What follows belongs to an exercise in optimizing a design on an open flow for small area, a short achievable clock period and few clock cycles; a production flow would make more cautious choices.
In this exercise RTL edits were held to simulation tests only and were not proved equivalent to the original.
Power figures rest on the tool's default switching activity, not on a simulated workload.

== P ==
// cpu_8bit
module cpu_8bit (
    input wire clk,
    input wire reset,
    input wire [7:0] data_in,
    output wire [7:0] data_out,
    output wire [7:0] address,
    output wire mem_write
);
Size in the first run: roughly 27 I/O pins, roughly 2100 sq um of cells after synthesis.
export LEC_CHECK = 0
export ABC_AREA = 1
export CAP_MARGIN = 20
export CORE_MARGIN = 2
export CORE_UTILIZATION = 40
export SETUP_SLACK_MARGIN = 2.0
export SLEW_MARGIN = 20
create_clock -name core_clock -period 4.0 [get_ports {clk}]
standard.sh (not shown) runs the stock make flow with config.mk's settings and CLKGATE_MAP_FILE= SYNTH_SCRIPT=/design/flow/synth_recipe.tcl, a recipe that flattens the netlist after the stock synthesis.
==> flow/flow/run.sh <==
#!/bin/bash
# Standard layout, except:
#  - synthesis maps with flow/abc.script and without full/half-adder cells,
#  - the ports get plain buffers,
#  - resizing may change a cell's footprint.
F=$(pwd)/flow
export FLOW_ABC_SCRIPT=$F/abc.script
export BUFFER_PORTS_ARGS="-buffer_cell sky130_fd_sc_hd__buf_2"
bash standard.sh SYNTH_SCRIPT=$F/synth_abc.tcl ADDER_MAP_FILE= MATCH_CELL_FOOTPRINT=0 finish > standard.log 2>&1
==> flow/flow/abc.script <==
strash
map -a -B 0.9
topo
stime -c
buffer -c
upsize -c
dnsize -c
==> flow/flow/synth_abc.tcl <==
# synth_recipe.tcl with one change: abc runs the script in flow/abc.script
# instead of ORFS's abc_area.script. Everything else is the same.
proc synth {args} { yosys synth -nofsm -noshare {*}$args }
proc abc {args} {
  set i [lsearch -exact $args -script]
  if { $i >= 0 } { lset args [expr {$i + 1}] $::env(FLOW_ABC_SCRIPT) }
  yosys abc {*}$args
}
source $::env(SCRIPTS_DIR)/synth.tcl
# left out here: clear keep_hierarchy, flatten, clean up, hide names made inside functions, write 1_2_yosys.v
Testbench counts of P, summed over its fixed seeds: cycles 52,861.
Input changes introduced in Q (baseline for comparison: P):
==> flow/flow/abc.script <==
strash
dch
map -a
topo
stime -c
On peak supply drop, the higher figure sits with Q, not P. Re share of cell area taken by flip-flops and latches: P was lower than Q. In terms of clock network power share, Q and P differ only marginally. Compared with P, in Q layout filler cell count saw a decrease, area enclosed by the die boundary went down about 12%, maximum clock frequency went up 1.7%.
> inputs changed (Q -> R)
==> flow/flow/abc.script <==
strash
dch
map -B 0.9 -D 1200
topo
stime -c
buffer -c
upsize -c -D 1200
dnsize -c -D 1200
==> results.txt <==
Inverter count was lower in the run labelled Q.
On number of sequential storage elements, Q and R are basically level.
Slowest cell on the critical path = sky130_fd_sc_hd__a221oi_1: R; slowest cell on the critical path = sky130_fd_sc_hd__dfrtp_4: Q
Measured against each other, Q and R differ in utilization after layout, the lower figure coming from R.
R: part of the cycle the worst path needs is 0.63 points lower than what Q reported.
Taking Q as 1.0, R lands at 1.06 on floorplan die height.
Logic depth of the worst path, buffers included in R is 6 higher than in Q
R improves on Q in upper clock frequency limit.
Measured against each other, Q and R differ in global-route track usage on met2, the higher figure coming from R.


Starting RTL as in the previous note.
Settings: LEC_CHECK=0, ABC_AREA=1, CAP_MARGIN=20, CORE_MARGIN=2, CORE_UTILIZATION=40, SETUP_SLACK_MARGIN=2.0, SLEW_MARGIN=20; clock period 4.0 ns.
==> flow/flow/abc.script <==
strash
dch
map -B 0.9
topo
stime -c
Scripts as last shown in full above: flow/flow/run.sh, flow/flow/synth_abc.tcl
The first run finished with timing, DRC and antenna clean.
Testbench counts at the start, summed over its fixed seeds: cycles 52,861.
Rerun with:
==> flow/flow/run.sh (replaced) <==
#!/bin/bash
# Standard layout, except: no full/half-adder cells in synthesis, plain
# buffers on the ports, and resizing free to change a cell's footprint.
export BUFFER_PORTS_ARGS="-buffer_cell sky130_fd_sc_hd__buf_2"
bash standard.sh ADDER_MAP_FILE= MATCH_CELL_FOOTPRINT=0 finish > standard.log 2>&1
- SETUP_SLACK_MARGIN: 2.0 -> 2.1
removed: flow/flow/abc.script
removed: flow/flow/synth_abc.tcl
After rerunning:
- The new run completed with no timing, DRC or antenna violations
- synthesized area rises by about 6%
- design area is higher by about 0.5%
- fmax barely changes
- total power goes up by about 0.9%
- register-to-register slack improves by 0.15 ns
- flip-flop and latch count stays the same
- routed wire length rose by 3.3%
- synthesized cell count climbs by about 2.5%
- worst setup slack hardly moves
- die area rose by about 6%
Rerun with:
==> flow/flow/run.sh (replaced) <==
#!/bin/bash
# Standard layout, except:
#  - synthesis maps with flow/abc.script and without full/half-adder cells,
#  - the ports get plain buffers,
#  - resizing may change a cell's footprint.
F=$(pwd)/flow
export FLOW_ABC_SCRIPT=$F/abc.script
export BUFFER_PORTS_ARGS="-buffer_cell sky130_fd_sc_hd__buf_1"
bash standard.sh SYNTH_SCRIPT=$F/synth_abc.tcl ADDER_MAP_FILE= MATCH_CELL_FOOTPRINT=0 finish > standard.log 2>&1
==> flow/flow/abc.script (new file) <==
strash
dch
map -a -B 0.9
topo
stime -c
buffer -c
upsize -c
dnsize -c
==> flow/flow/synth_abc.tcl (new file) <==
# synth_recipe.tcl with one change: abc runs the script in flow/abc.script
# instead of ORFS's abc_area.script. Everything else is the same.
proc synth {args} { yosys synth -nofsm -noshare {*}$args }
proc abc {args} {
  set i [lsearch -exact $args -script]
  if { $i >= 0 } { lset args [expr {$i + 1}] $::env(FLOW_ABC_SCRIPT) }
  yosys abc {*}$args
}
source $::env(SCRIPTS_DIR)/synth.tcl
# left out here: clear keep_hierarchy, flatten, clean up, hide names made inside functions, write 1_2_yosys.v
- SETUP_SLACK_MARGIN: 2.1 -> 2.0
Cell area came out lower by 2.1%.
Worst hold slack gets better by 0.021 ns.
Clock power hardly moves.
Sequential power hardly moves.
First-iteration DRC count drops by 33%.
Setup slack loses 0.033 ns.
Count of clock-buffer cells in the layout shrinks by 1.
Die area went down by 5.4%.
Total power is lower by 0.71%.

what the ideal ports hide:
The results above use ideal ports. As a check the final layouts listed here were re-extracted and re-timed, cells and wires unchanged. Step 1 (the two cells are an assumption about what drives the block):
set clk [get_ports {clk}]
set_driving_cell -lib_cell sky130_fd_sc_hd__clkbuf_16 $clk
set_driving_cell -lib_cell sky130_fd_sc_hd__buf_2 [delete_from_list [all_inputs] $clk]
Step 2 adds t to the input delays and takes it off the output delays; t is the mean of the earliest and latest rising clock arrival at the registers after step 1. Input paths then give back, and output paths get back, about the clock's delay inside the block. Slacks: no drivers / after step 1 / after step 2; pairs: no drivers / after step 1.
run | shift t [ns] | setup slack, ns | worst hold slack (ns) | worst setup path after step 2 | cell pins on the clock port's net
P | 0.301 | 1.980 / 1.953 / 1.800 | 0.569 / 0.569 / 0.569 | input to register | 1
Q | 0.292 | 2.014 / 1.990 / 1.768 | 0.539 / 0.539 / 0.539 | input to register | 1
R | 0.300 | 2.040 / 2.017 / 1.746 | 0.544 / 0.544 / 0.544 | input to register | 1
the first run of note 2 | 0.301 | 2.035 / 2.006 / 1.768 | 0.535 / 0.530 / 0.535 | input to register | 1
the second run of note 2 | 0.296 | 2.034 / 2.010 / 1.857 | 0.548 / 0.548 / 0.548 | input to register | 1
the third run of note 2 | 0.303 | 2.001 / 1.975 / 1.801 | 0.569 / 0.569 / 0.569 | input to register | 1
After both steps every run listed still meets setup and hold. The setup slack of R, which loses most, moves by -0.023 ns with the drivers and by -0.294 ns with both steps.
